Background: an optimization exercise with open tools, aiming at small area and a short achievable clock period. Do not read the settings as production practice.
No functional check of the RTL was part of any run shown here.
Power figures rest on the tool's default switching activity, not on a simulated workload.

==> flow/design.v, too long to show whole: its modules and the start of the top module <==
// module fa: 4 lines
// module han: 4 lines
// module ginv: 1 lines
// module gnand2: 1 lines
// module gnor2: 1 lines
// module gand2: 1 lines
// module gor2: 1 lines
// module gxor2: 1 lines
// module gxnor2: 1 lines
// module gaoi21: 1 lines
// module goai21: 1 lines
// module circuit: 2564 lines
module circuit (
  output [47:0] p,
  input  [17:0] a, b, d,
  input  [47:0] c,
  input  clk, rstn);
  // ...
==> flow/flow/run.sh <==
#!/bin/bash
# Standard layout, with the port buffers made of buf_1 cells instead of the default delay buffer.
set -euo pipefail
export BUFFER_PORTS_ARGS="-buffer_cell sky130_fd_sc_hd__buf_1"
bash standard.sh > standard.log 2>&1
==> flow/standard.sh <==
#!/bin/bash
# synth_recipe.tcl (not shown) runs the flow's synth.tcl, then flattens the netlist and writes it again
# the make line also repeats each setting of config.mk as NAME=value (left out here)
make -C /OpenROAD-flow-scripts/flow DESIGN_CONFIG=/design/flow/config.mk WORK_HOME=/design/flow/orfs CLKGATE_MAP_FILE= SYNTH_SCRIPT=/design/flow/synth_recipe.tcl "${@:-finish}"
==> flow/config.mk <==
export PLATFORM = sky130hd
export DESIGN_NAME = circuit
export DESIGN_NICKNAME = circuit
export VERILOG_FILES = /design/flow/design.v
export SDC_FILE = /design/flow/constraint.sdc
export NUM_CORES = 4
export LEC_CHECK = 0
export CAP_MARGIN = 20
export CORE_MARGIN = 2
export CORE_UTILIZATION = 65
export CTS_CLUSTER_DIAMETER = 80
export CTS_CLUSTER_SIZE = 25
export SETUP_SLACK_MARGIN = 4.6
export SLEW_MARGIN = 20
export SYNTH_HIERARCHICAL = 1
==> flow/constraint.sdc <==
create_clock -name core_clock -period 7.0 [get_ports {clk}]
set_input_delay 1.4000 -clock core_clock [delete_from_list [all_inputs] [get_ports {clk}]]
set_output_delay 1.4000 -clock core_clock [all_outputs]
set_load 0.01 [all_outputs]
==> summary.txt, run 1 <==
Setup path
  • CP max stage delay: ~0.34 ns
  • Top Family by Delay on Critical Path: flip-flops
  • Worst path arrival time: 0.99 ns
  • Critical path fanouts, max: 1
  • Setup crit end kind: output port
  • Reg2reg setup slack: 4.64 ns

Drt
  • DRC viols: 0
  • Vias post-DR: 12300
  • Length of routed met2 wiring: around 21000 um
  • Via density per instance: 5.41
  • Max layer used: met4
  • 1st-iter DRT viols: ~850

Global route
  • Largest net degree at the start of global routing: 41
  • Initial antenna violation count: 0
  • GRT Total Usage: about 29%
  • Met2 Track Usage GR: 48.7%

Finish
  • Comb_multi_in: 1237
  • Max reg flops: 48
  • Non-clock buffering overhead: under 10%
  • Reg area: just over 0.008 sq mm
  • Fraction of area in multi-input gates: around half
  • Diode count: 0
  • Post-layout util: 72.4%
  • Largest regs: p_r (48), cn_r (37), s_r (19)

Pwr
  • Net Sw Power: 3.84 mW
  • Total power: 9.74 mW
  • Int Pwr: about 5.9 mW
  • Net Sw Frac: about two fifths

Clocking
  • Deepest clock path buffer count: 3
  • Clock Tree Root: clkbuf_16
  • Clock latency (worst-skew pair): 0.55 ns
  • CTS tree: done
  • Sink Count: roughly 400

Run status
  • Status: finished clean

Yosys
  • Synth Area in Compound Gates: 5.51%
  • Most frequent cells after synthesis: 424 x nand2_1, 405 x dfxtp_1, 306 x fa_1
  • Post-Synth XOR/XNOR Area: ~4.4%
  • Main combinational cell family by area after synthesis: adder cells

Floorplanning
  • Die Ht: 179 um
  • Die area: ~0.032 sq mm
  • I/O pins: around 150

STA
  • # setup viols final: 0
  • Crit share post-route: approximately 34%

Min path
  • Hold Startpoint: ch_r1[3]
==> run 2, diff against run 1 <==
--- a/flow/design.v
+++ b/flow/design.v
@@ -1168,54 +1168,36 @@
   wire n1467;
   wire n1469;
   wire n1471;
   wire n1473;
   wire n1475;
   wire n1477;
   wire n1479;
   wire n1481;
-  wire e1483;
-  wire n1484;
-  wire e1486;
-  wire e1487;
-  wire e1488;
-  wire e1489;
-  wire e1490;
-  wire e1491;
-  wire e1492;
-  wire e1493;
-  wire e1494;
-  wire e1495;
-  wire e1496;
-  wire e1497;
-  wire e1498;
-  wire e1499;
-  wire e1500;
-  wire e1501;
-  wire e1502;
-  wire e1503;
-  wire e1504;
-  wire e1505;
-  wire e1506;
-  wire e1507;
-  wire e1508;
-  wire e1509;
-  wire e1510;
-  wire e1511;
-  wire e1512;
-  wire e1513;
-  wire e1514;
-  wire e1515;
-  wire e1516;
-  wire e1517;
-  wire e1518;
-  wire e1519;
-  wire e1520;
-  wire n1521;
+  wire n1483;
+  wire n1485;
+  wire n1487;
+  wire n1489;
+  wire n1490;
+  wire n1492;
+  wire n1494;
+  wire n1496;
+  wire n1498;
+  wire n1500;
+  wire n1502;
+  wire n1504;
+  wire n1506;
+  wire n1508;
+  wire n1510;
+  wire n1512;
+  wire n1514;
+  wire n1516;
+  wire n1518;
+  wire n1520;
   wire n1522;
   wire n1524;
   wire n1526;
   wire n1528;
   wire n1530;
   wire n1532;
   wire n1534;
   wire n1536;
@@ -1225,33 +1207,33 @@
   wire n1544;
   wire n1546;
   wire n1548;
   wire n1550;
   wire n1552;
   wire n1554;
   wire n1556;
   wire n1558;
+  wire n1559;
   wire n1560;
   wire n1562;
   wire n1564;
   wire n1566;
   wire n1568;
   wire n1570;
   wire n1572;
   wire n1574;
   wire n1576;
   wire n1578;
   wire n1580;
   wire n1582;
   wire n1584;
   wire n1586;
   wire n1588;
   wire n1590;
-  wire n1591;
   wire n1592;
   wire n1594;
   wire n1596;
   wire n1598;
   wire n1600;
   wire n1602;
   wire n1604;
   wire n1606;
@@ -1403,54 +1385,38 @@
   wire n1898;
   wire n1900;
   wire n1902;
   wire n1904;
   wire n1906;
   wire n1908;
   wire n1910;
   wire n1912;
-  wire n1914;
-  wire n1916;
-  wire n1918;
-  wire n1920;
-  wire n1922;
-  wire n1924;
-  wire n1926;
-  wire n1928;
-  wire n1930;
-  wire n1932;
-  wire n1934;
-  wire n1936;
-  wire n1938;
-  wire n1940;
-  wire n1942;
-  wire n1944;
+  wire n1913;
+  wire n1915;
+  wire n1917;
+  wire n1919;
+  wire n1921;
+  wire n1923;
+  wire n1925;
+  wire n1927;
+  wire n1929;
+  wire n1931;
+  wire n1933;
+  wire n1935;
+  wire n1937;
+  wire n1939;
+  wire n1941;
+  wire n1943;
   wire n1945;
   wire n1947;
   wire n1949;
   wire n1951;
   wire n1953;
   wire n1955;
-  wire n1957;
-  wire n1959;
-  wire n1961;
-  wire n1963;
-  wire n1965;
-  wire n1967;
-  wire n1969;
-  wire n1971;
-  wire n1973;
-  wire n1975;
-  wire n1977;
-  wire n1979;
-  wire n1981;
-  wire n1983;
-  wire n1985;
-  wire n1987;
   genvar gi, gj;
   generate for (gi = 0; gi < 18; gi = gi + 1) begin : g_pp
     for (gj = 0; gj < 19; gj = gj + 1) begin : g_ppj
       assign pn[gi*19+gj] = ~(s_r[gj] & a_r[gi]);
     end
   end endgenerate
   gnand2 u2 (.a(d[0]), .b(b[0]), .y(n1));
   gnand2 u4 (.a(d[1]), .b(b[1]), .y(n3));
@@ -1965,362 +1931,328 @@
   fa u1320 (.x(fc1228), .y(fc1155), .z(fs1230), .s(fs1318), .co(fc1319));
   fa u1323 (.x(fs1233), .y(t_r_28_3), .z(fc1231), .s(fs1321), .co(fc1322));
   fa u1326 (.x(fs1236), .y(t_r_29_3), .z(fc1234), .s(fs1324), .co(fc1325));
   fa u1329 (.x(fs1239), .y(t_r_30_3), .z(fc1237), .s(fs1327), .co(fc1328));
   fa u1332 (.x(fc1240), .y(t_r_31_0), .z(t_r_31_1), .s(fs1330), .co(fc1331));
   fa u1335 (.x(t_r_32_2), .y(t_r_32_0), .z(t_r_32_1), .s(fs1333), .co(fc1334));
   fa u1338 (.x(t_r_33_2), .y(t_r_33_0), .z(t_r_33_1), .s(fs1336), .co(fc1337));
   gand2 u1340 (.a(t_r_0_0), .b(t_r_0_1), .y(n1339));
-  gor2 u1342 (.a(t_r_0_0), .b(t_r_0_1), .y(n1341));
+  gxor2 u1342 (.a(t_r_0_0), .b(t_r_0_1), .y(n1341));
   gand2 u1344 (.a(hs1242), .b(t_r_2_2), .y(n1343));
-  gor2 u1346 (.a(hs1242), .b(t_r_2_2), .y(n1345));
+  gxor2 u1346 (.a(hs1242), .b(t_r_2_2), .y(n1345));
   gand2 u1348 (.a(hc1244), .b(fs1246), .y(n1347));
-  gor2 u1350 (.a(hc1244), .b(fs1246), .y(n1349));
+  gxor2 u1350 (.a(hc1244), .b(fs1246), .y(n1349));
   gand2 u1352 (.a(fc1247), .b(fs1249), .y(n1351));
-  gor2 u1354 (.a(fc1247), .b(fs1249), .y(n1353));
+  gxor2 u1354 (.a(fc1247), .b(fs1249), .y(n1353));
   gand2 u1356 (.a(fc1250), .b(fs1252), .y(n1355));
-  gor2 u1358 (.a(fc1250), .b(fs1252), .y(n1357));
+  gxor2 u1358 (.a(fc1250), .b(fs1252), .y(n1357));
   gand2 u1360 (.a(fc1253), .b(fs1255), .y(n1359));
-  gor2 u1362 (.a(fc1253), .b(fs1255), .y(n1361));
+  gxor2 u1362 (.a(fc1253), .b(fs1255), .y(n1361));
   gand2 u1364 (.a(fc1256), .b(fs1258), .y(n1363));
-  gor2 u1366 (.a(fc1256), .b(fs1258), .y(n1365));
+  gxor2 u1366 (.a(fc1256), .b(fs1258), .y(n1365));
   gand2 u1368 (.a(fc1259), .b(fs1261), .y(n1367));
-  gor2 u1370 (.a(fc1259), .b(fs1261), .y(n1369));
+  gxor2 u1370 (.a(fc1259), .b(fs1261), .y(n1369));
   gand2 u1372 (.a(fc1262), .b(fs1264), .y(n1371));
-  gor2 u1374 (.a(fc1262), .b(fs1264), .y(n1373));
+  gxor2 u1374 (.a(fc1262), .b(fs1264), .y(n1373));
   gand2 u1376 (.a(fc1265), .b(fs1267), .y(n1375));
-  gor2 u1378 (.a(fc1265), .b(fs1267), .y(n1377));
+  gxor2 u1378 (.a(fc1265), .b(fs1267), .y(n1377));
   gand2 u1380 (.a(fc1268), .b(fs1270), .y(n1379));
-  gor2 u1382 (.a(fc1268), .b(fs1270), .y(n1381));
+  gxor2 u1382 (.a(fc1268), .b(fs1270), .y(n1381));
   gand2 u1384 (.a(fc1271), .b(fs1273), .y(n1383));
-  gor2 u1386 (.a(fc1271), .b(fs1273), .y(n1385));
+  gxor2 u1386 (.a(fc1271), .b(fs1273), .y(n1385));
   gand2 u1388 (.a(fc1274), .b(fs1276), .y(n1387));
-  gor2 u1390 (.a(fc1274), .b(fs1276), .y(n1389));
+  gxor2 u1390 (.a(fc1274), .b(fs1276), .y(n1389));
   gand2 u1392 (.a(fc1277), .b(fs1279), .y(n1391));
-  gor2 u1394 (.a(fc1277), .b(fs1279), .y(n1393));
+  gxor2 u1394 (.a(fc1277), .b(fs1279), .y(n1393));
   gand2 u1396 (.a(fc1280), .b(fs1282), .y(n1395));
-  gor2 u1398 (.a(fc1280), .b(fs1282), .y(n1397));
+  gxor2 u1398 (.a(fc1280), .b(fs1282), .y(n1397));
   gand2 u1400 (.a(fc1283), .b(fs1285), .y(n1399));
-  gor2 u1402 (.a(fc1283), .b(fs1285), .y(n1401));
+  gxor2 u1402 (.a(fc1283), .b(fs1285), .y(n1401));
   gand2 u1404 (.a(fc1286), .b(fs1288), .y(n1403));
-  gor2 u1406 (.a(fc1286), .b(fs1288), .y(n1405));
+  gxor2 u1406 (.a(fc1286), .b(fs1288), .y(n1405));
   gand2 u1408 (.a(fc1289), .b(fs1291), .y(n1407));
-  gor2 u1410 (.a(fc1289), .b(fs1291), .y(n1409));
+  gxor2 u1410 (.a(fc1289), .b(fs1291), .y(n1409));
   gand2 u1412 (.a(fc1292), .b(fs1294), .y(n1411));
-  gor2 u1414 (.a(fc1292), .b(fs1294), .y(n1413));
+  gxor2 u1414 (.a(fc1292), .b(fs1294), .y(n1413));
   gand2 u1416 (.a(fc1295), .b(fs1297), .y(n1415));
-  gor2 u1418 (.a(fc1295), .b(fs1297), .y(n1417));
+  gxor2 u1418 (.a(fc1295), .b(fs1297), .y(n1417));
   gand2 u1420 (.a(fc1298), .b(fs1300), .y(n1419));
-  gor2 u1422 (.a(fc1298), .b(fs1300), .y(n1421));
+  gxor2 u1422 (.a(fc1298), .b(fs1300), .y(n1421));
   gand2 u1424 (.a(fc1301), .b(fs1303), .y(n1423));
-  gor2 u1426 (.a(fc1301), .b(fs1303), .y(n1425));
+  gxor2 u1426 (.a(fc1301), .b(fs1303), .y(n1425));
   gand2 u1428 (.a(fc1304), .b(fs1306), .y(n1427));
-  gor2 u1430 (.a(fc1304), .b(fs1306), .y(n1429));
+  gxor2 u1430 (.a(fc1304), .b(fs1306), .y(n1429));
   gand2 u1432 (.a(fc1307), .b(fs1309), .y(n1431));
-  gor2 u1434 (.a(fc1307), .b(fs1309), .y(n1433));
+  gxor2 u1434 (.a(fc1307), .b(fs1309), .y(n1433));
   gand2 u1436 (.a(fc1310), .b(fs1312), .y(n1435));
-  gor2 u1438 (.a(fc1310), .b(fs1312), .y(n1437));
+  gxor2 u1438 (.a(fc1310), .b(fs1312), .y(n1437));
   gand2 u1440 (.a(fc1313), .b(fs1315), .y(n1439));
-  gor2 u1442 (.a(fc1313), .b(fs1315), .y(n1441));
+  gxor2 u1442 (.a(fc1313), .b(fs1315), .y(n1441));
   gand2 u1444 (.a(fc1316), .b(fs1318), .y(n1443));
-  gor2 u1446 (.a(fc1316), .b(fs1318), .y(n1445));
+  gxor2 u1446 (.a(fc1316), .b(fs1318), .y(n1445));
   gand2 u1448 (.a(fc1319), .b(fs1321), .y(n1447));
-  gor2 u1450 (.a(fc1319), .b(fs1321), .y(n1449));
+  gxor2 u1450 (.a(fc1319), .b(fs1321), .y(n1449));
   gand2 u1452 (.a(fc1322), .b(fs1324), .y(n1451));
-  gor2 u1454 (.a(fc1322), .b(fs1324), .y(n1453));
+  gxor2 u1454 (.a(fc1322), .b(fs1324), .y(n1453));
   gand2 u1456 (.a(fc1325), .b(fs1327), .y(n1455));
-  gor2 u1458 (.a(fc1325), .b(fs1327), .y(n1457));
+  gxor2 u1458 (.a(fc1325), .b(fs1327), .y(n1457));
   gand2 u1460 (.a(fc1328), .b(fs1330), .y(n1459));
-  gor2 u1462 (.a(fc1328), .b(fs1330), .y(n1461));
+  gxor2 u1462 (.a(fc1328), .b(fs1330), .y(n1461));
   gand2 u1464 (.a(fc1331), .b(fs1333), .y(n1463));
-  gor2 u1466 (.a(fc1331), .b(fs1333), .y(n1465));
+  gxor2 u1466 (.a(fc1331), .b(fs1333), .y(n1465));
   gand2 u1468 (.a(fc1334), .b(fs1336), .y(n1467));
-  gor2 u1470 (.a(fc1334), .b(fs1336), .y(n1469));
+  gxor2 u1470 (.a(fc1334), .b(fs1336), .y(n1469));
   gand2 u1472 (.a(fc1337), .b(t_r_34_0), .y(n1471));
-  gor2 u1474 (.a(fc1337), .b(t_r_34_0), .y(n1473));
+  gxor2 u1474 (.a(fc1337), .b(t_r_34_0), .y(n1473));
   gand2 u1476 (.a(t_r_35_0), .b(t_r_35_1), .y(n1475));
-  gor2 u1478 (.a(t_r_35_0), .b(t_r_35_1), .y(n1477));
+  gxor2 u1478 (.a(t_r_35_0), .b(t_r_35_1), .y(n1477));
   gand2 u1480 (.a(t_r_36_0), .b(t_r_36_1), .y(n1479));
-  gor2 u1482 (.a(t_r_36_0), .b(t_r_36_1), .y(n1481));
-  assign e1483 = u_r_0 & ~g_r_0;
-  ginv u1485 (.a(g_r_1), .y(n1484));
-  assign e1486 = u_r_2 & ~g_r_2;
-  assign e1487 = u_r_3 & ~g_r_3;
-  assign e1488 = u_r_4 & ~g_r_4;
-  assign e1489 = u_r_5 & ~g_r_5;
-  assign e1490 = u_r_6 & ~g_r_6;
-  assign e1491 = u_r_7 & ~g_r_7;
-  assign e1492 = u_r_8 & ~g_r_8;
-  assign e1493 = u_r_9 & ~g_r_9;
-  assign e1494 = u_r_10 & ~g_r_10;
-  assign e1495 = u_r_11 & ~g_r_11;
-  assign e1496 = u_r_12 & ~g_r_12;
-  assign e1497 = u_r_13 & ~g_r_13;
-  assign e1498 = u_r_14 & ~g_r_14;
-  assign e1499 = u_r_15 & ~g_r_15;
-  assign e1500 = u_r_16 & ~g_r_16;
-  assign e1501 = u_r_17 & ~g_r_17;
-  assign e1502 = u_r_18 & ~g_r_18;
-  assign e1503 = u_r_19 & ~g_r_19;
-  assign e1504 = u_r_20 & ~g_r_20;
-  assign e1505 = u_r_21 & ~g_r_21;
-  assign e1506 = u_r_22 & ~g_r_22;
-  assign e1507 = u_r_23 & ~g_r_23;
-  assign e1508 = u_r_24 & ~g_r_24;
-  assign e1509 = u_r_25 & ~g_r_25;
-  assign e1510 = u_r_26 & ~g_r_26;
-  assign e1511 = u_r_27 & ~g_r_27;
-  assign e1512 = u_r_28 & ~g_r_28;
-  assign e1513 = u_r_29 & ~g_r_29;
-  assign e1514 = u_r_30 & ~g_r_30;
-  assign e1515 = u_r_31 & ~g_r_31;
-  assign e1516 = u_r_32 & ~g_r_32;
-  assign e1517 = u_r_33 & ~g_r_33;
-  assign e1518 = u_r_34 & ~g_r_34;
-  assign e1519 = u_r_35 & ~g_r_35;
-  assign e1520 = u_r_36 & ~g_r_36;
-  assign n1521 = ~((1'b1 & u_r_0) | g_r_1);
-  gaoi21 u1523 (.a(u_r_3), .b(g_r_2), .c(g_r_3), .y(n1522));
-  gnand2 u1525 (.a(u_r_3), .b(u_r_2), .y(n1524));
-  gaoi21 u1527 (.a(u_r_5), .b(g_r_4), .c(g_r_5), .y(n1526));
-  gnand2 u1529 (.a(u_r_5), .b(u_r_4), .y(n1528));
-  gaoi21 u1531 (.a(u_r_7), .b(g_r_6), .c(g_r_7), .y(n1530));
-  gnand2 u1533 (.a(u_r_7), .b(u_r_6), .y(n1532));
-  gaoi21 u1535 (.a(u_r_9), .b(g_r_8), .c(g_r_9), .y(n1534));
-  gnand2 u1537 (.a(u_r_9), .b(u_r_8), .y(n1536));
-  gaoi21 u1539 (.a(u_r_11), .b(g_r_10), .c(g_r_11), .y(n1538));
-  gnand2 u1541 (.a(u_r_11), .b(u_r_10), .y(n1540));
-  gaoi21 u1543 (.a(u_r_13), .b(g_r_12), .c(g_r_13), .y(n1542));
-  gnand2 u1545 (.a(u_r_13), .b(u_r_12), .y(n1544));
-  gaoi21 u1547 (.a(u_r_15), .b(g_r_14), .c(g_r_15), .y(n1546));
-  gnand2 u1549 (.a(u_r_15), .b(u_r_14), .y(n1548));
-  gaoi21 u1551 (.a(u_r_17), .b(g_r_16), .c(g_r_17), .y(n1550));
-  gnand2 u1553 (.a(u_r_17), .b(u_r_16), .y(n1552));
-  gaoi21 u1555 (.a(u_r_19), .b(g_r_18), .c(g_r_19), .y(n1554));
-  gnand2 u1557 (.a(u_r_19), .b(u_r_18), .y(n1556));
-  gaoi21 u1559 (.a(u_r_21), .b(g_r_20), .c(g_r_21), .y(n1558));
-  gnand2 u1561 (.a(u_r_21), .b(u_r_20), .y(n1560));
-  gaoi21 u1563 (.a(u_r_23), .b(g_r_22), .c(g_r_23), .y(n1562));
-  gnand2 u1565 (.a(u_r_23), .b(u_r_22), .y(n1564));
-  gaoi21 u1567 (.a(u_r_25), .b(g_r_24), .c(g_r_25), .y(n1566));
-  gnand2 u1569 (.a(u_r_25), .b(u_r_24), .y(n1568));
-  gaoi21 u1571 (.a(u_r_27), .b(g_r_26), .c(g_r_27), .y(n1570));
-  gnand2 u1573 (.a(u_r_27), .b(u_r_26), .y(n1572));
-  gaoi21 u1575 (.a(u_r_29), .b(g_r_28), .c(g_r_29), .y(n1574));
-  gnand2 u1577 (.a(u_r_29), .b(u_r_28), .y(n1576));
-  gaoi21 u1579 (.a(u_r_31), .b(g_r_30), .c(g_r_31), .y(n1578));
-  gnand2 u1581 (.a(u_r_31), .b(u_r_30), .y(n1580));
-  gaoi21 u1583 (.a(u_r_33), .b(g_r_32), .c(g_r_33), .y(n1582));
-  gnand2 u1585 (.a(u_r_33), .b(u_r_32), .y(n1584));
-  gaoi21 u1587 (.a(u_r_35), .b(g_r_34), .c(g_r_35), .y(n1586));
-  gnand2 u1589 (.a(u_r_35), .b(u_r_34), .y(n1588));
-  assign n1590 = ~((1'b1 & g_r_36) | 1'b1);
-  assign n1591 = ~(1'b1 & u_r_36);
-  goai21 u1593 (.a(n1524), .b(n1521), .c(n1522), .y(n1592));
+  gxor2 u1482 (.a(t_r_36_0), .b(t_r_36_1), .y(n1481));
+  ginv u1484 (.a(g_r_1), .y(n1483));
+  gnor2 u1486 (.a(g_r_0), .b(u_r_0), .y(n1485));
+  ginv u1488 (.a(n1485), .y(n1487));
+  assign n1489 = ~((1'b1 & n1487) | g_r_1);
+  gaoi21 u1491 (.a(u_r_3), .b(g_r_2), .c(g_r_3), .y(n1490));
+  gnand2 u1493 (.a(u_r_3), .b(u_r_2), .y(n1492));
+  gaoi21 u1495 (.a(u_r_5), .b(g_r_4), .c(g_r_5), .y(n1494));
+  gnand2 u1497 (.a(u_r_5), .b(u_r_4), .y(n1496));
+  gaoi21 u1499 (.a(u_r_7), .b(g_r_6), .c(g_r_7), .y(n1498));
+  gnand2 u1501 (.a(u_r_7), .b(u_r_6), .y(n1500));
+  gaoi21 u1503 (.a(u_r_9), .b(g_r_8), .c(g_r_9), .y(n1502));
+  gnand2 u1505 (.a(u_r_9), .b(u_r_8), .y(n1504));
+  gaoi21 u1507 (.a(u_r_11), .b(g_r_10), .c(g_r_11), .y(n1506));
+  gnand2 u1509 (.a(u_r_11), .b(u_r_10), .y(n1508));
+  gaoi21 u1511 (.a(u_r_13), .b(g_r_12), .c(g_r_13), .y(n1510));
+  gnand2 u1513 (.a(u_r_13), .b(u_r_12), .y(n1512));
+  gaoi21 u1515 (.a(u_r_15), .b(g_r_14), .c(g_r_15), .y(n1514));
+  gnand2 u1517 (.a(u_r_15), .b(u_r_14), .y(n1516));
+  gaoi21 u1519 (.a(u_r_17), .b(g_r_16), .c(g_r_17), .y(n1518));
+  gnand2 u1521 (.a(u_r_17), .b(u_r_16), .y(n1520));
+  gaoi21 u1523 (.a(u_r_19), .b(g_r_18), .c(g_r_19), .y(n1522));
+  gnand2 u1525 (.a(u_r_19), .b(u_r_18), .y(n1524));
+  gaoi21 u1527 (.a(u_r_21), .b(g_r_20), .c(g_r_21), .y(n1526));
+  gnand2 u1529 (.a(u_r_21), .b(u_r_20), .y(n1528));
+  gaoi21 u1531 (.a(u_r_23), .b(g_r_22), .c(g_r_23), .y(n1530));
+  gnand2 u1533 (.a(u_r_23), .b(u_r_22), .y(n1532));
+  gaoi21 u1535 (.a(u_r_25), .b(g_r_24), .c(g_r_25), .y(n1534));
+  gnand2 u1537 (.a(u_r_25), .b(u_r_24), .y(n1536));
+  gaoi21 u1539 (.a(u_r_27), .b(g_r_26), .c(g_r_27), .y(n1538));
+  gnand2 u1541 (.a(u_r_27), .b(u_r_26), .y(n1540));
+  gaoi21 u1543 (.a(u_r_29), .b(g_r_28), .c(g_r_29), .y(n1542));
+  gnand2 u1545 (.a(u_r_29), .b(u_r_28), .y(n1544));
+  gaoi21 u1547 (.a(u_r_31), .b(g_r_30), .c(g_r_31), .y(n1546));
+  gnand2 u1549 (.a(u_r_31), .b(u_r_30), .y(n1548));
+  gaoi21 u1551 (.a(u_r_33), .b(g_r_32), .c(g_r_33), .y(n1550));
+  gnand2 u1553 (.a(u_r_33), .b(u_r_32), .y(n1552));
+  gaoi21 u1555 (.a(u_r_35), .b(g_r_34), .c(g_r_35), .y(n1554));
+  gnand2 u1557 (.a(u_r_35), .b(u_r_34), .y(n1556));
+  assign n1558 = ~((1'b1 & g_r_36) | 1'b1);
+  assign n1559 = ~(1'b1 & u_r_36);
+  goai21 u1561 (.a(n1492), .b(n1489), .c(n1490), .y(n1560));
+  goai21 u1563 (.a(n1496), .b(n1490), .c(n1494), .y(n1562));
+  gnor2 u1565 (.a(n1496), .b(n1492), .y(n1564));
+  goai21 u1567 (.a(n1500), .b(n1494), .c(n1498), .y(n1566));
+  gnor2 u1569 (.a(n1500), .b(n1496), .y(n1568));
+  goai21 u1571 (.a(n1504), .b(n1498), .c(n1502), .y(n1570));
+  gnor2 u1573 (.a(n1504), .b(n1500), .y(n1572));
+  goai21 u1575 (.a(n1508), .b(n1502), .c(n1506), .y(n1574));
+  gnor2 u1577 (.a(n1508), .b(n1504), .y(n1576));
+  goai21 u1579 (.a(n1512), .b(n1506), .c(n1510), .y(n1578));
+  gnor2 u1581 (.a(n1512), .b(n1508), .y(n1580));
+  goai21 u1583 (.a(n1516), .b(n1510), .c(n1514), .y(n1582));
+  gnor2 u1585 (.a(n1516), .b(n1512), .y(n1584));
+  goai21 u1587 (.a(n1520), .b(n1514), .c(n1518), .y(n1586));
+  gnor2 u1589 (.a(n1520), .b(n1516), .y(n1588));
+  goai21 u1591 (.a(n1524), .b(n1518), .c(n1522), .y(n1590));
+  gnor2 u1593 (.a(n1524), .b(n1520), .y(n1592));
   goai21 u1595 (.a(n1528), .b(n1522), .c(n1526), .y(n1594));
   gnor2 u1597 (.a(n1528), .b(n1524), .y(n1596));
   goai21 u1599 (.a(n1532), .b(n1526), .c(n1530), .y(n1598));
   gnor2 u1601 (.a(n1532), .b(n1528), .y(n1600));
   goai21 u1603 (.a(n1536), .b(n1530), .c(n1534), .y(n1602));
   gnor2 u1605 (.a(n1536), .b(n1532), .y(n1604));
   goai21 u1607 (.a(n1540), .b(n1534), .c(n1538), .y(n1606));
   gnor2 u1609 (.a(n1540), .b(n1536), .y(n1608));
   goai21 u1611 (.a(n1544), .b(n1538), .c(n1542), .y(n1610));
   gnor2 u1613 (.a(n1544), .b(n1540), .y(n1612));
   goai21 u1615 (.a(n1548), .b(n1542), .c(n1546), .y(n1614));
   gnor2 u1617 (.a(n1548), .b(n1544), .y(n1616));
   goai21 u1619 (.a(n1552), .b(n1546), .c(n1550), .y(n1618));
   gnor2 u1621 (.a(n1552), .b(n1548), .y(n1620));
   goai21 u1623 (.a(n1556), .b(n1550), .c(n1554), .y(n1622));
   gnor2 u1625 (.a(n1556), .b(n1552), .y(n1624));
-  goai21 u1627 (.a(n1560), .b(n1554), .c(n1558), .y(n1626));
-  gnor2 u1629 (.a(n1560), .b(n1556), .y(n1628));
-  goai21 u1631 (.a(n1564), .b(n1558), .c(n1562), .y(n1630));
-  gnor2 u1633 (.a(n1564), .b(n1560), .y(n1632));
-  goai21 u1635 (.a(n1568), .b(n1562), .c(n1566), .y(n1634));
-  gnor2 u1637 (.a(n1568), .b(n1564), .y(n1636));
-  goai21 u1639 (.a(n1572), .b(n1566), .c(n1570), .y(n1638));
-  gnor2 u1641 (.a(n1572), .b(n1568), .y(n1640));
-  goai21 u1643 (.a(n1576), .b(n1570), .c(n1574), .y(n1642));
-  gnor2 u1645 (.a(n1576), .b(n1572), .y(n1644));
-  goai21 u1647 (.a(n1580), .b(n1574), .c(n1578), .y(n1646));
-  gnor2 u1649 (.a(n1580), .b(n1576), .y(n1648));
-  goai21 u1651 (.a(n1584), .b(n1578), .c(n1582), .y(n1650));
-  gnor2 u1653 (.a(n1584), .b(n1580), .y(n1652));
-  goai21 u1655 (.a(n1588), .b(n1582), .c(n1586), .y(n1654));
-  gnor2 u1657 (.a(n1588), .b(n1584), .y(n1656));
-  goai21 u1659 (.a(n1591), .b(n1586), .c(n1590), .y(n1658));
-  gnor2 u1661 (.a(n1591), .b(n1588), .y(n1660));
-  ginv u1663 (.a(n1521), .y(n1662));
-  gaoi21 u1665 (.a(n1596), .b(n1662), .c(n1594), .y(n1664));
-  gaoi21 u1667 (.a(n1600), .b(n1592), .c(n1598), .y(n1666));
+  goai21 u1627 (.a(n1559), .b(n1554), .c(n1558), .y(n1626));
+  gnor2 u1629 (.a(n1559), .b(n1556), .y(n1628));
+  ginv u1631 (.a(n1489), .y(n1630));
+  gaoi21 u1633 (.a(n1564), .b(n1630), .c(n1562), .y(n1632));
+  gaoi21 u1635 (.a(n1568), .b(n1560), .c(n1566), .y(n1634));
+  gaoi21 u1637 (.a(n1572), .b(n1562), .c(n1570), .y(n1636));
+  gnand2 u1639 (.a(n1572), .b(n1564), .y(n1638));
+  gaoi21 u1641 (.a(n1576), .b(n1566), .c(n1574), .y(n1640));
+  gnand2 u1643 (.a(n1576), .b(n1568), .y(n1642));
+  gaoi21 u1645 (.a(n1580), .b(n1570), .c(n1578), .y(n1644));
+  gnand2 u1647 (.a(n1580), .b(n1572), .y(n1646));
+  gaoi21 u1649 (.a(n1584), .b(n1574), .c(n1582), .y(n1648));
+  gnand2 u1651 (.a(n1584), .b(n1576), .y(n1650));
+  gaoi21 u1653 (.a(n1588), .b(n1578), .c(n1586), .y(n1652));
+  gnand2 u1655 (.a(n1588), .b(n1580), .y(n1654));
+  gaoi21 u1657 (.a(n1592), .b(n1582), .c(n1590), .y(n1656));
+  gnand2 u1659 (.a(n1592), .b(n1584), .y(n1658));
+  gaoi21 u1661 (.a(n1596), .b(n1586), .c(n1594), .y(n1660));
+  gnand2 u1663 (.a(n1596), .b(n1588), .y(n1662));
+  gaoi21 u1665 (.a(n1600), .b(n1590), .c(n1598), .y(n1664));
+  gnand2 u1667 (.a(n1600), .b(n1592), .y(n1666));
   gaoi21 u1669 (.a(n1604), .b(n1594), .c(n1602), .y(n1668));
   gnand2 u1671 (.a(n1604), .b(n1596), .y(n1670));
   gaoi21 u1673 (.a(n1608), .b(n1598), .c(n1606), .y(n1672));
   gnand2 u1675 (.a(n1608), .b(n1600), .y(n1674));
   gaoi21 u1677 (.a(n1612), .b(n1602), .c(n1610), .y(n1676));
   gnand2 u1679 (.a(n1612), .b(n1604), .y(n1678));
   gaoi21 u1681 (.a(n1616), .b(n1606), .c(n1614), .y(n1680));
   gnand2 u1683 (.a(n1616), .b(n1608), .y(n1682));
   gaoi21 u1685 (.a(n1620), .b(n1610), .c(n1618), .y(n1684));
   gnand2 u1687 (.a(n1620), .b(n1612), .y(n1686));
   gaoi21 u1689 (.a(n1624), .b(n1614), .c(n1622), .y(n1688));
   gnand2 u1691 (.a(n1624), .b(n1616), .y(n1690));
   gaoi21 u1693 (.a(n1628), .b(n1618), .c(n1626), .y(n1692));
   gnand2 u1695 (.a(n1628), .b(n1620), .y(n1694));
-  gaoi21 u1697 (.a(n1632), .b(n1622), .c(n1630), .y(n1696));
-  gnand2 u1699 (.a(n1632), .b(n1624), .y(n1698));
-  gaoi21 u1701 (.a(n1636), .b(n1626), .c(n1634), .y(n1700));
-  gnand2 u1703 (.a(n1636), .b(n1628), .y(n1702));
-  gaoi21 u1705 (.a(n1640), .b(n1630), .c(n1638), .y(n1704));
-  gnand2 u1707 (.a(n1640), .b(n1632), .y(n1706));
-  gaoi21 u1709 (.a(n1644), .b(n1634), .c(n1642), .y(n1708));
-  gnand2 u1711 (.a(n1644), .b(n1636), .y(n1710));
-  gaoi21 u1713 (.a(n1648), .b(n1638), .c(n1646), .y(n1712));
-  gnand2 u1715 (.a(n1648), .b(n1640), .y(n1714));
-  gaoi21 u1717 (.a(n1652), .b(n1642), .c(n1650), .y(n1716));
-  gnand2 u1719 (.a(n1652), .b(n1644), .y(n1718));
-  gaoi21 u1721 (.a(n1656), .b(n1646), .c(n1654), .y(n1720));
-  gnand2 u1723 (.a(n1656), .b(n1648), .y(n1722));
-  gaoi21 u1725 (.a(n1660), .b(n1650), .c(n1658), .y(n1724));
-  gnand2 u1727 (.a(n1660), .b(n1652), .y(n1726));
-  goai21 u1729 (.a(n1670), .b(n1521), .c(n1668), .y(n1728));
-  ginv u1731 (.a(n1592), .y(n1730));
-  goai21 u1733 (.a(n1674), .b(n1730), .c(n1672), .y(n1732));
-  goai21 u1735 (.a(n1678), .b(n1664), .c(n1676), .y(n1734));
-  goai21 u1737 (.a(n1682), .b(n1666), .c(n1680), .y(n1736));
+  goai21 u1697 (.a(n1638), .b(n1489), .c(n1636), .y(n1696));
+  ginv u1699 (.a(n1560), .y(n1698));
+  goai21 u1701 (.a(n1642), .b(n1698), .c(n1640), .y(n1700));
+  goai21 u1703 (.a(n1646), .b(n1632), .c(n1644), .y(n1702));
+  goai21 u1705 (.a(n1650), .b(n1634), .c(n1648), .y(n1704));
+  goai21 u1707 (.a(n1654), .b(n1636), .c(n1652), .y(n1706));
+  gnor2 u1709 (.a(n1654), .b(n1638), .y(n1708));
+  goai21 u1711 (.a(n1658), .b(n1640), .c(n1656), .y(n1710));
+  gnor2 u1713 (.a(n1658), .b(n1642), .y(n1712));
+  goai21 u1715 (.a(n1662), .b(n1644), .c(n1660), .y(n1714));
+  gnor2 u1717 (.a(n1662), .b(n1646), .y(n1716));
+  goai21 u1719 (.a(n1666), .b(n1648), .c(n1664), .y(n1718));
+  gnor2 u1721 (.a(n1666), .b(n1650), .y(n1720));
+  goai21 u1723 (.a(n1670), .b(n1652), .c(n1668), .y(n1722));
+  gnor2 u1725 (.a(n1670), .b(n1654), .y(n1724));
+  goai21 u1727 (.a(n1674), .b(n1656), .c(n1672), .y(n1726));
+  gnor2 u1729 (.a(n1674), .b(n1658), .y(n1728));
+  goai21 u1731 (.a(n1678), .b(n1660), .c(n1676), .y(n1730));
+  gnor2 u1733 (.a(n1678), .b(n1662), .y(n1732));
+  goai21 u1735 (.a(n1682), .b(n1664), .c(n1680), .y(n1734));
+  gnor2 u1737 (.a(n1682), .b(n1666), .y(n1736));
   goai21 u1739 (.a(n1686), .b(n1668), .c(n1684), .y(n1738));
   gnor2 u1741 (.a(n1686), .b(n1670), .y(n1740));
   goai21 u1743 (.a(n1690), .b(n1672), .c(n1688), .y(n1742));
   gnor2 u1745 (.a(n1690), .b(n1674), .y(n1744));
   goai21 u1747 (.a(n1694), .b(n1676), .c(n1692), .y(n1746));
   gnor2 u1749 (.a(n1694), .b(n1678), .y(n1748));
-  goai21 u1751 (.a(n1698), .b(n1680), .c(n1696), .y(n1750));
-  gnor2 u1753 (.a(n1698), .b(n1682), .y(n1752));
-  goai21 u1755 (.a(n1702), .b(n1684), .c(n1700), .y(n1754));
-  gnor2 u1757 (.a(n1702), .b(n1686), .y(n1756));
-  goai21 u1759 (.a(n1706), .b(n1688), .c(n1704), .y(n1758));
-  gnor2 u1761 (.a(n1706), .b(n1690), .y(n1760));
-  goai21 u1763 (.a(n1710), .b(n1692), .c(n1708), .y(n1762));
-  gnor2 u1765 (.a(n1710), .b(n1694), .y(n1764));
-  goai21 u1767 (.a(n1714), .b(n1696), .c(n1712), .y(n1766));
-  gnor2 u1769 (.a(n1714), .b(n1698), .y(n1768));
-  goai21 u1771 (.a(n1718), .b(n1700), .c(n1716), .y(n1770));
-  gnor2 u1773 (.a(n1718), .b(n1702), .y(n1772));
-  goai21 u1775 (.a(n1722), .b(n1704), .c(n1720), .y(n1774));
-  gnor2 u1777 (.a(n1722), .b(n1706), .y(n1776));
-  goai21 u1779 (.a(n1726), .b(n1708), .c(n1724), .y(n1778));
-  gnor2 u1781 (.a(n1726), .b(n1710), .y(n1780));
-  gaoi21 u1783 (.a(n1740), .b(n1662), .c(n1738), .y(n1782));
-  gaoi21 u1785 (.a(n1744), .b(n1592), .c(n1742), .y(n1784));
-  ginv u1787 (.a(n1664), .y(n1786));
-  gaoi21 u1789 (.a(n1748), .b(n1786), .c(n1746), .y(n1788));
-  ginv u1791 (.a(n1666), .y(n1790));
-  gaoi21 u1793 (.a(n1752), .b(n1790), .c(n1750), .y(n1792));
-  gaoi21 u1795 (.a(n1756), .b(n1728), .c(n1754), .y(n1794));
-  gaoi21 u1797 (.a(n1760), .b(n1732), .c(n1758), .y(n1796));
-  gaoi21 u1799 (.a(n1764), .b(n1734), .c(n1762), .y(n1798));
-  gaoi21 u1801 (.a(n1768), .b(n1736), .c(n1766), .y(n1800));
-  gaoi21 u1803 (.a(n1772), .b(n1738), .c(n1770), .y(n1802));
-  gnand2 u1805 (.a(n1772), .b(n1740), .y(n1804));
-  gaoi21 u1807 (.a(n1776), .b(n1742), .c(n1774), .y(n1806));
-  gnand2 u1809 (.a(n1776), .b(n1744), .y(n1808));
-  gaoi21 u1811 (.a(n1780), .b(n1746), .c(n1778), .y(n1810));
-  gnand2 u1813 (.a(n1780), .b(n1748), .y(n1812));
-  goai21 u1815 (.a(n1804), .b(n1521), .c(n1802), .y(n1814));
-  goai21 u1817 (.a(n1808), .b(n1730), .c(n1806), .y(n1816));
-  goai21 u1819 (.a(n1812), .b(n1664), .c(n1810), .y(n1818));
-  gaoi21 u1821 (.a(u_r_2), .b(n1662), .c(g_r_2), .y(n1820));
-  gaoi21 u1823 (.a(u_r_4), .b(n1592), .c(g_r_4), .y(n1822));
-  gaoi21 u1825 (.a(u_r_6), .b(n1786), .c(g_r_6), .y(n1824));
-  gaoi21 u1827 (.a(u_r_8), .b(n1790), .c(g_r_8), .y(n1826));
-  gaoi21 u1829 (.a(u_r_10), .b(n1728), .c(g_r_10), .y(n1828));
-  gaoi21 u1831 (.a(u_r_12), .b(n1732), .c(g_r_12), .y(n1830));
-  gaoi21 u1833 (.a(u_r_14), .b(n1734), .c(g_r_14), .y(n1832));
-  gaoi21 u1835 (.a(u_r_16), .b(n1736), .c(g_r_16), .y(n1834));
-  ginv u1837 (.a(n1782), .y(n1836));
-  gaoi21 u1839 (.a(u_r_18), .b(n1836), .c(g_r_18), .y(n1838));
-  ginv u1841 (.a(n1784), .y(n1840));
-  gaoi21 u1843 (.a(u_r_20), .b(n1840), .c(g_r_20), .y(n1842));
-  ginv u1845 (.a(n1788), .y(n1844));
-  gaoi21 u1847 (.a(u_r_22), .b(n1844), .c(g_r_22), .y(n1846));
-  ginv u1849 (.a(n1792), .y(n1848));
-  gaoi21 u1851 (.a(u_r_24), .b(n1848), .c(g_r_24), .y(n1850));
-  ginv u1853 (.a(n1794), .y(n1852));
-  gaoi21 u1855 (.a(u_r_26), .b(n1852), .c(g_r_26), .y(n1854));
-  ginv u1857 (.a(n1796), .y(n1856));
-  gaoi21 u1859 (.a(u_r_28), .b(n1856), .c(g_r_28), .y(n1858));
-  ginv u1861 (.a(n1798), .y(n1860));
-  gaoi21 u1863 (.a(u_r_30), .b(n1860), .c(g_r_30), .y(n1862));
-  ginv u1865 (.a(n1800), .y(n1864));
-  gaoi21 u1867 (.a(u_r_32), .b(n1864), .c(g_r_32), .y(n1866));
-  gaoi21 u1869 (.a(u_r_34), .b(n1814), .c(g_r_34), .y(n1868));
-  gaoi21 u1871 (.a(u_r_36), .b(n1816), .c(g_r_36), .y(n1870));
-  gxnor2 u1873 (.a(n1484), .b(u_r_0), .y(n1872));
-  gxor2 u1875 (.a(e1486), .b(n1521), .y(n1874));
-  gxor2 u1877 (.a(e1487), .b(n1820), .y(n1876));
-  gxnor2 u1879 (.a(e1488), .b(n1592), .y(n1878));
-  gxor2 u1881 (.a(e1489), .b(n1822), .y(n1880));
-  gxor2 u1883 (.a(e1490), .b(n1664), .y(n1882));
-  gxor2 u1885 (.a(e1491), .b(n1824), .y(n1884));
-  gxor2 u1887 (.a(e1492), .b(n1666), .y(n1886));
-  gxor2 u1889 (.a(e1493), .b(n1826), .y(n1888));
-  gxnor2 u1891 (.a(e1494), .b(n1728), .y(n1890));
-  gxor2 u1893 (.a(e1495), .b(n1828), .y(n1892));
-  gxnor2 u1895 (.a(e1496), .b(n1732), .y(n1894));
-  gxor2 u1897 (.a(e1497), .b(n1830), .y(n1896));
-  gxnor2 u1899 (.a(e1498), .b(n1734), .y(n1898));
-  gxor2 u1901 (.a(e1499), .b(n1832), .y(n1900));
-  gxnor2 u1903 (.a(e1500), .b(n1736), .y(n1902));
-  gxor2 u1905 (.a(e1501), .b(n1834), .y(n1904));
-  gxor2 u1907 (.a(e1502), .b(n1782), .y(n1906));
-  gxor2 u1909 (.a(e1503), .b(n1838), .y(n1908));
-  gxor2 u1911 (.a(e1504), .b(n1784), .y(n1910));
-  gxor2 u1913 (.a(e1505), .b(n1842), .y(n1912));
-  gxor2 u1915 (.a(e1506), .b(n1788), .y(n1914));
-  gxor2 u1917 (.a(e1507), .b(n1846), .y(n1916));
-  gxor2 u1919 (.a(e1508), .b(n1792), .y(n1918));
-  gxor2 u1921 (.a(e1509), .b(n1850), .y(n1920));
-  gxor2 u1923 (.a(e1510), .b(n1794), .y(n1922));
-  gxor2 u1925 (.a(e1511), .b(n1854), .y(n1924));
-  gxor2 u1927 (.a(e1512), .b(n1796), .y(n1926));
-  gxor2 u1929 (.a(e1513), .b(n1858), .y(n1928));
-  gxor2 u1931 (.a(e1514), .b(n1798), .y(n1930));
-  gxor2 u1933 (.a(e1515), .b(n1862), .y(n1932));
-  gxor2 u1935 (.a(e1516), .b(n1800), .y(n1934));
-  gxor2 u1937 (.a(e1517), .b(n1866), .y(n1936));
-  gxnor2 u1939 (.a(e1518), .b(n1814), .y(n1938));
-  gxor2 u1941 (.a(e1519), .b(n1868), .y(n1940));
-  gxnor2 u1943 (.a(e1520), .b(n1816), .y(n1942));
-  assign n1944 = 1'b0 ^ n1870;
-  gnand2 u1946 (.a(ch_r2[1]), .b(ch_r2[0]), .y(n1945));
-  gnand2 u1948 (.a(ch_r2[3]), .b(ch_r2[2]), .y(n1947));
-  gnand2 u1950 (.a(ch_r2[5]), .b(ch_r2[4]), .y(n1949));
-  gnand2 u1952 (.a(ch_r2[7]), .b(ch_r2[6]), .y(n1951));
-  gnand2 u1954 (.a(ch_r2[9]), .b(ch_r2[8]), .y(n1953));
-  ginv u1956 (.a(n1945), .y(n1955));
-  gnand2 u1958 (.a(ch_r2[2]), .b(n1955), .y(n1957));
-  gnor2 u1960 (.a(n1947), .b(n1945), .y(n1959));
-  ginv u1962 (.a(n1949), .y(n1961));
-  gnand2 u1964 (.a(ch_r2[6]), .b(n1961), .y(n1963));
-  gnor2 u1966 (.a(n1951), .b(n1949), .y(n1965));
-  ginv u1968 (.a(n1953), .y(n1967));
-  gnand2 u1970 (.a(ch_r2[10]), .b(n1967), .y(n1969));
-  gnand2 u1972 (.a(ch_r2[4]), .b(n1959), .y(n1971));
-  gnand2 u1974 (.a(n1961), .b(n1959), .y(n1973));
-  ginv u1976 (.a(n1963), .y(n1975));
-  gnand2 u1978 (.a(n1975), .b(n1959), .y(n1977));
-  gnand2 u1980 (.a(n1965), .b(n1959), .y(n1979));
-  ginv u1982 (.a(n1979), .y(n1981));
-  gnand2 u1984 (.a(ch_r2[8]), .b(n1981), .y(n1983));
-  gnor2 u1986 (.a(n1953), .b(n1979), .y(n1985));
-  gnor2 u1988 (.a(n1969), .b(n1979), .y(n1987));
-  assign ch_inc = {(ch_r2[10] ^ n1985), (ch_r2[9] ^ ~n1983), (ch_r2[8] ^ ~n1979), (ch_r2[7] ^ ~n1977), (ch_r2[6] ^ ~n1973), (ch_r2[5] ^ ~n1971), (ch_r2[4] ^ n1959), (ch_r2[3] ^ ~n1957), (ch_r2[2] ^ ~n1945), (ch_r2[1] ^ ch_r2[0]), (~ch_r2[0])};
-  assign lo = {n1944, n1942, n1940, n1938, n1936, n1934, n1932, n1930, n1928, n1926, n1924, n1922, n1920, n1918, n1916, n1914, n1912, n1910, n1908, n1906, n1904, n1902, n1900, n1898, n1896, n1894, n1892, n1890, n1888, n1886, n1884, n1882, n1880, n1878, n1876, n1874, n1872, e1483};
+  gaoi21 u1751 (.a(n1708), .b(n1630), .c(n1706), .y(n1750));
+  gaoi21 u1753 (.a(n1712), .b(n1560), .c(n1710), .y(n1752));
+  ginv u1755 (.a(n1632), .y(n1754));
+  gaoi21 u1757 (.a(n1716), .b(n1754), .c(n1714), .y(n1756));
+  ginv u1759 (.a(n1634), .y(n1758));
+  gaoi21 u1761 (.a(n1720), .b(n1758), .c(n1718), .y(n1760));
+  gaoi21 u1763 (.a(n1724), .b(n1696), .c(n1722), .y(n1762));
+  gaoi21 u1765 (.a(n1728), .b(n1700), .c(n1726), .y(n1764));
+  gaoi21 u1767 (.a(n1732), .b(n1702), .c(n1730), .y(n1766));
+  gaoi21 u1769 (.a(n1736), .b(n1704), .c(n1734), .y(n1768));
+  gaoi21 u1771 (.a(n1740), .b(n1706), .c(n1738), .y(n1770));
+  gnand2 u1773 (.a(n1740), .b(n1708), .y(n1772));
+  gaoi21 u1775 (.a(n1744), .b(n1710), .c(n1742), .y(n1774));
+  gnand2 u1777 (.a(n1744), .b(n1712), .y(n1776));
+  gaoi21 u1779 (.a(n1748), .b(n1714), .c(n1746), .y(n1778));
+  gnand2 u1781 (.a(n1748), .b(n1716), .y(n1780));
+  goai21 u1783 (.a(n1772), .b(n1489), .c(n1770), .y(n1782));
+  goai21 u1785 (.a(n1776), .b(n1698), .c(n1774), .y(n1784));
+  goai21 u1787 (.a(n1780), .b(n1632), .c(n1778), .y(n1786));
+  gaoi21 u1789 (.a(u_r_2), .b(n1630), .c(g_r_2), .y(n1788));
+  gaoi21 u1791 (.a(u_r_4), .b(n1560), .c(g_r_4), .y(n1790));
+  gaoi21 u1793 (.a(u_r_6), .b(n1754), .c(g_r_6), .y(n1792));
+  gaoi21 u1795 (.a(u_r_8), .b(n1758), .c(g_r_8), .y(n1794));
+  gaoi21 u1797 (.a(u_r_10), .b(n1696), .c(g_r_10), .y(n1796));
+  gaoi21 u1799 (.a(u_r_12), .b(n1700), .c(g_r_12), .y(n1798));
+  gaoi21 u1801 (.a(u_r_14), .b(n1702), .c(g_r_14), .y(n1800));
+  gaoi21 u1803 (.a(u_r_16), .b(n1704), .c(g_r_16), .y(n1802));
+  ginv u1805 (.a(n1750), .y(n1804));
+  gaoi21 u1807 (.a(u_r_18), .b(n1804), .c(g_r_18), .y(n1806));
+  ginv u1809 (.a(n1752), .y(n1808));
+  gaoi21 u1811 (.a(u_r_20), .b(n1808), .c(g_r_20), .y(n1810));
+  ginv u1813 (.a(n1756), .y(n1812));
+  gaoi21 u1815 (.a(u_r_22), .b(n1812), .c(g_r_22), .y(n1814));
+  ginv u1817 (.a(n1760), .y(n1816));
+  gaoi21 u1819 (.a(u_r_24), .b(n1816), .c(g_r_24), .y(n1818));
+  ginv u1821 (.a(n1762), .y(n1820));
+  gaoi21 u1823 (.a(u_r_26), .b(n1820), .c(g_r_26), .y(n1822));
+  ginv u1825 (.a(n1764), .y(n1824));
+  gaoi21 u1827 (.a(u_r_28), .b(n1824), .c(g_r_28), .y(n1826));
+  ginv u1829 (.a(n1766), .y(n1828));
+  gaoi21 u1831 (.a(u_r_30), .b(n1828), .c(g_r_30), .y(n1830));
+  ginv u1833 (.a(n1768), .y(n1832));
+  gaoi21 u1835 (.a(u_r_32), .b(n1832), .c(g_r_32), .y(n1834));
+  gaoi21 u1837 (.a(u_r_34), .b(n1782), .c(g_r_34), .y(n1836));
+  gaoi21 u1839 (.a(u_r_36), .b(n1784), .c(g_r_36), .y(n1838));
+  gxor2 u1841 (.a(n1483), .b(n1485), .y(n1840));
+  gxor2 u1843 (.a(u_r_2), .b(n1489), .y(n1842));
+  gxor2 u1845 (.a(u_r_3), .b(n1788), .y(n1844));
+  gxnor2 u1847 (.a(u_r_4), .b(n1560), .y(n1846));
+  gxor2 u1849 (.a(u_r_5), .b(n1790), .y(n1848));
+  gxor2 u1851 (.a(u_r_6), .b(n1632), .y(n1850));
+  gxor2 u1853 (.a(u_r_7), .b(n1792), .y(n1852));
+  gxor2 u1855 (.a(u_r_8), .b(n1634), .y(n1854));
+  gxor2 u1857 (.a(u_r_9), .b(n1794), .y(n1856));
+  gxnor2 u1859 (.a(u_r_10), .b(n1696), .y(n1858));
+  gxor2 u1861 (.a(u_r_11), .b(n1796), .y(n1860));
+  gxnor2 u1863 (.a(u_r_12), .b(n1700), .y(n1862));
+  gxor2 u1865 (.a(u_r_13), .b(n1798), .y(n1864));
+  gxnor2 u1867 (.a(u_r_14), .b(n1702), .y(n1866));
+  gxor2 u1869 (.a(u_r_15), .b(n1800), .y(n1868));
+  gxnor2 u1871 (.a(u_r_16), .b(n1704), .y(n1870));
+  gxor2 u1873 (.a(u_r_17), .b(n1802), .y(n1872));
+  gxor2 u1875 (.a(u_r_18), .b(n1750), .y(n1874));
+  gxor2 u1877 (.a(u_r_19), .b(n1806), .y(n1876));
+  gxor2 u1879 (.a(u_r_20), .b(n1752), .y(n1878));
+  gxor2 u1881 (.a(u_r_21), .b(n1810), .y(n1880));
+  gxor2 u1883 (.a(u_r_22), .b(n1756), .y(n1882));
+  gxor2 u1885 (.a(u_r_23), .b(n1814), .y(n1884));
+  gxor2 u1887 (.a(u_r_24), .b(n1760), .y(n1886));
+  gxor2 u1889 (.a(u_r_25), .b(n1818), .y(n1888));
+  gxor2 u1891 (.a(u_r_26), .b(n1762), .y(n1890));
+  gxor2 u1893 (.a(u_r_27), .b(n1822), .y(n1892));
+  gxor2 u1895 (.a(u_r_28), .b(n1764), .y(n1894));
+  gxor2 u1897 (.a(u_r_29), .b(n1826), .y(n1896));
+  gxor2 u1899 (.a(u_r_30), .b(n1766), .y(n1898));
+  gxor2 u1901 (.a(u_r_31), .b(n1830), .y(n1900));
+  gxor2 u1903 (.a(u_r_32), .b(n1768), .y(n1902));
+  gxor2 u1905 (.a(u_r_33), .b(n1834), .y(n1904));
+  gxnor2 u1907 (.a(u_r_34), .b(n1782), .y(n1906));
+  gxor2 u1909 (.a(u_r_35), .b(n1836), .y(n1908));
+  gxnor2 u1911 (.a(u_r_36), .b(n1784), .y(n1910));
+  assign n1912 = 1'b0 ^ n1838;
+  gnand2 u1914 (.a(ch_r2[1]), .b(ch_r2[0]), .y(n1913));
+  gnand2 u1916 (.a(ch_r2[3]), .b(ch_r2[2]), .y(n1915));
+  gnand2 u1918 (.a(ch_r2[5]), .b(ch_r2[4]), .y(n1917));
+  gnand2 u1920 (.a(ch_r2[7]), .b(ch_r2[6]), .y(n1919));
+  gnand2 u1922 (.a(ch_r2[9]), .b(ch_r2[8]), .y(n1921));
+  ginv u1924 (.a(n1913), .y(n1923));
+  gnand2 u1926 (.a(ch_r2[2]), .b(n1923), .y(n1925));
+  gnor2 u1928 (.a(n1915), .b(n1913), .y(n1927));
+  ginv u1930 (.a(n1917), .y(n1929));
+  gnand2 u1932 (.a(ch_r2[6]), .b(n1929), .y(n1931));
+  gnor2 u1934 (.a(n1919), .b(n1917), .y(n1933));
+  ginv u1936 (.a(n1921), .y(n1935));
+  gnand2 u1938 (.a(ch_r2[10]), .b(n1935), .y(n1937));
+  gnand2 u1940 (.a(ch_r2[4]), .b(n1927), .y(n1939));
+  gnand2 u1942 (.a(n1929), .b(n1927), .y(n1941));
+  ginv u1944 (.a(n1931), .y(n1943));
+  gnand2 u1946 (.a(n1943), .b(n1927), .y(n1945));
+  gnand2 u1948 (.a(n1933), .b(n1927), .y(n1947));
+  ginv u1950 (.a(n1947), .y(n1949));
+  gnand2 u1952 (.a(ch_r2[8]), .b(n1949), .y(n1951));
+  gnor2 u1954 (.a(n1921), .b(n1947), .y(n1953));
+  gnor2 u1956 (.a(n1937), .b(n1947), .y(n1955));
+  assign ch_inc = {(ch_r2[10] ^ n1953), (ch_r2[9] ^ ~n1951), (ch_r2[8] ^ ~n1947), (ch_r2[7] ^ ~n1945), (ch_r2[6] ^ ~n1941), (ch_r2[5] ^ ~n1939), (ch_r2[4] ^ n1927), (ch_r2[3] ^ ~n1925), (ch_r2[2] ^ ~n1913), (ch_r2[1] ^ ch_r2[0]), (~ch_r2[0])};
+  assign lo = {n1912, n1910, n1908, n1906, n1904, n1902, n1900, n1898, n1896, n1894, n1892, n1890, n1888, n1886, n1884, n1882, n1880, n1878, n1876, n1874, n1872, n1870, n1868, n1866, n1864, n1862, n1860, n1858, n1856, n1854, n1852, n1850, n1848, n1846, n1844, n1842, n1840, u_r_0};
   assign p_nx = {lo[37] ? ch_inc : ch_r2, lo[36:0]};
   always @(posedge clk) begin
     s_r <= s_in;
     a_r <= a;
     cn_r <= ~c[36:0];
     ch_r <= c[47:37];
     v0 <= rstn;
     v1 <= v0 & rstn;
==> flow/flow/run.sh (replaced) <==
#!/bin/bash
# Standard layout, with the port buffers made of buf_2 cells instead of the default delay buffer.
set -euo pipefail
export BUFFER_PORTS_ARGS="-buffer_cell sky130_fd_sc_hd__buf_2"
bash standard.sh > standard.log 2>&1
==> run 2 against run 1 <==
Net effect:
- still clean
- synthesized cell count down 1.8%
- critical path depth unchanged
- sequential power up 5%
- final cell count down 1.7%
- non-clock buffer count down 3
- flip-flop and latch count unchanged
- largest power group unchanged
==> summary.txt, run 2 <==
Clocking
  • CTS Hold Bufs: 0 (unchanged)
  • Clock Tree Root: clkbuf_16 (unchanged)
  • Inserted Clock Buffers: 21 (unchanged)
  • Clock-pin transition on the worst setup and hold timing paths: 0.09 ns (about the same)
  • Clock latency (worst-skew pair): 0.54 ns (was 0.55 ns)
  • Deepest clock path buffer count: 3 (unchanged)
  • CTS tree: done (unchanged)
  • H-tree depth: 1 (unchanged)
  • Sink Count: 405 (unchanged)

Setup path
  • Reg2reg setup slack: 4.66 ns (was 4.64 ns)
  • Critical path depth in cells: 1 (unchanged)
  • Critical path fanouts, max: 1 (unchanged)
  • CP required: 5.60 ns (about the same)
  • Startpoint types: flip-flop (unchanged)
  • Origin of the worst setup path: p_r[17] (was p_r[8])
  • Worst path arrival time: 0.98 ns (was 0.99 ns)
  • Setup crit end kind: output port (unchanged)
  • Kind of critical path: reg -> out (unchanged)
  • CP endpoint: p[17] (was p[8])
  • Worst r2r dst: t_r_19_5 (was t_r_17_5)
  • Top Family by Delay on Critical Path: flip-flops (unchanged)
  • Slowest CP cell: dfxtp_2 (unchanged)
  • WP buf/inv: 1 (unchanged)
  • Worst r2r path cells: 4 (unchanged)
  • Reg2reg start: s_r[3] (was s_r[4])
  • CP max stage delay: 0.34 ns (about the same)
  • Cells along the critical path: buf_6 (unchanged)

STA
  • Final Max Slew Viols: 0 (unchanged)
  • Final hold vios: 0 (unchanged)
  • Crit path time final: 2.38 ns (was 2.39 ns)
  • Crit share post-route: 34.1% (was 34.2%)
  • Sum of negative setup slack: 0 ns (unchanged)
  • # setup viols final: 0 (unchanged)
  • RSZ-0062 raised after global routing: yes (unchanged)
  • Clock skew: 0.0226 ns (was 0.0208 ns)
  • Tightest Pin Transition: 0.593 ns (was 0.590 ns)
  • Slew margin rel.: 60.5% (was 60.7%)
  • Fmax: 0.419 GHz (was 0.418 GHz)

Yosys
  • Synth Flop Type: dfxtp_1 (unchanged)
  • Post-Syn Area per Cell: 11.3 sq um (was 11.1 sq um)
  • Async SR Flop Fraction: 0% (unchanged)
  • Yosys cell types: 20 (was 21)
  • Synth top area cells: dfxtp_1 41%, fa_1 31%, nand2_1 8.1%, xor2_1 4.1%, a21oi_2 3.9% (was dfxtp_1 41%, fa_1 31%, nand2_1 8.0%, a21oi_2 3.8%, xor2_1 2.4%)
  • Synth area leader: dfxtp_1 (unchanged)
  • Post-synth EDFFs: 0 (unchanged)
  • Post-Syn Nets: 2161 (was 2194)
  • Register area share after synthesis: 41.1% (was 40.9%)
  • Most frequent cells after synthesis: 424 x nand2_1, 405 x dfxtp_1, 306 x fa_1 (unchanged)
  • Yosys synthesis warning count: 7 (unchanged)
  • Number of synthesized register bits: 405 (unchanged)
  • Top-count cell post-synth: nand2_1 (unchanged)
  • Syn Inst Count: 1751 (was 1784)
  • Post-synth top area share: 41.1% (was 40.9%)
  • Netlist Area Pre-Place: 0.0197 sq mm (was 0.0198 sq mm)

Pwr
  • Pwr per Cell Area: 480 mW/mm^2 (was 450 mW/mm^2)
  • Int Pwr: 6.21 mW (was 5.90 mW)
  • VDD IR-drop max: 282 uV (was 285 uV)
  • P_leak: 8.60 nW (was 8.40 nW)
  • Power share of the clock group: 12.9% (was 13.7%)
  • Logic pwr share: 50.5% (was 49.2%)
  • Total power: 10.3 mW (was 9.74 mW)
  • Net Sw Frac: 39.9% (was 39.5%)
  • Net Sw Power: 4.12 mW (was 3.84 mW)
  • Sequential share of power: 36.7% (was 37.2%)

Drt
  • Vias post-DR: 12300 (about the same)
  • DRC viols: 0 (unchanged)
  • Drt wl/cell: 19.4 um (was 19.1 um)
  • ANT nets after route: 0 (unchanged)
  • Final WL: 43600 um (about the same)
  • Via density per instance: 5.47 (was 5.41)
  • 1st-iter DRT viols: 832 (was 852)
  • First-pass detailed-route iteration total: 5 (unchanged)

Floorplanning
  • I/O pins: 152 (unchanged)
  • Die area: 0.0317 sq mm (was 0.0319 sq mm)
  • Die Width: 178 um (was 179 um)
  • Site row count: 63 (unchanged)
  • Initial Util: 66.3% (was 66.4%)
  • Placeable Area: 0.0297 sq mm (was 0.0299 sq mm)
  • Die Ht: 178 um (was 179 um)

Global route
  • First-pass GRT wire length: 68600 um (was 69300 um)
  • Gr ovfl total: 0 (unchanged)
  • Largest net degree at the start of global routing: 42 (was 41)
  • Vias in the first global route: 13100 (was 13200)
  • Initial antenna violation count: 1 (was 0)
  • GRT Total Usage: 28.6% (about the same)

Placement
  • RePlAce Congestion: 0.897 (was 0.959)
  • Detailed placement HPWL: 32000 um (was 32400 um)
  • Dpl cells: 2215 (was 2251)
  • PortBufs: 151 (unchanged)

Finish
  • Layout cell share with drive strength beyond 1: 17.9% (was 13.0%)
  • Largest regs: p_r (48), cn_r (37), s_r (19) (unchanged)
  • Max reg flops: 48 (unchanged)
  • Synth-to-Final Area Change: 9.15% (was 9.05%)
  • Largest reg by FF count: p_r (unchanged)
  • Filler instances: 2094 (was 2196)
  • Fin nets: 2258 (was 2294)
  • Post-layout util: 72.4% (about the same)
  • Non-Filler Instances: 2243 (was 2281)
  • Most common cell after layout, fill and taps aside: nand2_1 (unchanged)
  • Diode count: 0 (unchanged)
  • Most frequent cells in the layout: 424 x nand2_1, 352 x dfxtp_1, 306 x fa_1 (was 424 x nand2_1, 339 x dfxtp_1, 306 x fa_1)

Min path
  • Hold Path Class: reg -> reg (unchanged)

Run
  • Maximum Capacitance Violations: 0 (unchanged)

Run status
  • Status: finished clean (unchanged)
[run 2: changes by cell type after synthesis, sizes merged]
cell,before,now
xor2,55,92
nor3b,1,0
buf,79,73
xnor2,44,43
inv,58,59
clkbuf,5,11
nor2b,36,1
nor2,84,85
or2,53,17
and3,36,37
[run 2: layout make-up]
| cell class | instances | area (sq um) | area share [%] |
|---|---|---|---|
| well taps | 390 | 488 | 2.27 |
| repair buffers | 158 | 973 | 4.52 |
| clock inverters | 7 | 85.1 | 0.395 |
| flip-flops and latches | 405 | 8250 | 38.3 |
| inverters | 59 | 221 | 1.03 |
| clock buffers | 21 | 526 | 2.44 |
| multi-input cells | 1203 | 11000 | 51.0 |
[run 2: power groups by stage]
stage | clock network, mW | logic, mW | registers, mW
after floorplan | 0 | 3.98 | 3.51
after global placement | 0 | 4.99 | 3.79
after detailed placement | 0 | 5.18 | 3.81
after CTS | 1.36 | 5.21 | 3.77
after global routing | 1.44 | 5.87 | 3.86
final | 1.33 | 5.21 | 3.79
[run 2: logic make-up (layout without fill, tap and decap cells)]
| kind of cell | count (synthesis) | after routing | synth area share (%) |
|---|---|---|---|
| buffers and inverters | 143 | 245 | 3.34 |
| XOR/XNOR | 135 | 135 | 6.00 |
| flip-flops | 405 | 405 | 41.1 |
| adder cells (fa/ha/maj) | 306 | 306 | 31.1 |
| AND/OR/NAND/NOR | 609 | 609 | 12.9 |
| AO/OA/AOI/OAI | 153 | 153 | 5.54 |
[run 2: per-layer routing]
metal	wire [um]	GRT usage (%)	vias to the layer above
met2	20900	48.9	585
met1	17300	36.9	6029
met3	4150	6.48	104
met5	13	0	-
met4	1180	7.58	2
li1	-	-	5540
[run 2: worst min path at each step]
| stage | from | to | slack (ns) | depth (start not counted) |
|---|---|---|---|---|
| 2_1_floorplan | ch_r[0] | ch_r1[0] | 0.31 | 0 |
| 3_3_place_gp | ch_r1[7] | ch_r2[7] | 0.31 | 0 |
| 3_5_place_dp | ch_r1[4] | ch_r2[4] | 0.31 | 0 |
| 4_1_cts | ch_r1[7] | ch_r2[7] | 0.33 | 0 |
| 5_1_grt | ch_r1[4] | ch_r2[4] | 0.34 | 0 |
| 6_report | ch_r1[4] | ch_r2[4] | 0.33 | 0 |
[run 2: timing repair]
item | CTS | global route
buffers inserted | 0 | 0
endpoints found under the setup margin | 100 | 76
cloned | 0 | 0
gates resized for setup | 73 | 42
[run 2: per-stage QoR]
stage	hold slack [ns]	area, sq um	setup WS, ns
after floorplan	0.310	19700	4.61
after global placement	0.310	20600	4.20
after detailed placement	0.312	20600	4.10
after CTS	0.334	21400	4.60
after global routing	0.336	21500	4.58
final	0.332	21500	4.62
[run 2: worst register-to-register path, delay by kind of cell, from the launching register on]
family	cells	cell delay, ns
fa+ha+maj	3	1.53
flops	1	0.54
simple gates	1	0.15
[run 2: per-module statistics from Yosys, one instance, submodules excluded]
| module | cell area [sq um] | flip-flops and latches | cells inside | copies in the design |
|---|---|---|---|---|
| gxnor2 | 8.76 | 0 | 1 | 35 |
| fa | 20.0 | 0 | 1 | 306 |
| ginv | 3.75 | 0 | 1 | 22 |
| gand2 | 6.26 | 0 | 1 | 36 |
| circuit | 10400 | 405 | 941 | 1 |
| gxor2 | 8.76 | 0 | 1 | 89 |
| gaoi21 | 8.76 | 0 | 1 | 87 |
| gnand2 | 3.75 | 0 | 1 | 79 |
| goai21 | 5.00 | 0 | 1 | 66 |
| gnor2 | 3.75 | 0 | 1 | 73 |
| gor2 | 6.26 | 0 | 1 | 17 |

[what the ideal ports hide]
No port has a modelled driver above. Below, the same layouts with a new extraction and two added sets of constraints.
Step 1 sets driving cells, clkbuf_16 on the clock port and buf_2 on the other inputs (assumed; they add their load-dependent delay and slew).
Step 2 also shifts input and output timing later by t, the mid clock arrival at the registers, as if the neighbouring blocks saw the same clock.
Slacks: ideal / step 1 / step 2; pairs: ideal / step 1.
run | t, ns | setup slack, ns | hold slack, ns
run 1 | 0.595 | 4.607 / 4.553 / 4.211 | 0.333 / 0.333 / 0.333
run 2 | 0.583 | 4.616 / 4.564 / 4.259 | 0.332 / 0.332 / 0.332
After both steps every run listed still meets setup and hold. For run 1, which loses most, drivers alone change the setup slack by -0.054 ns; drivers and shift together by -0.396 ns.
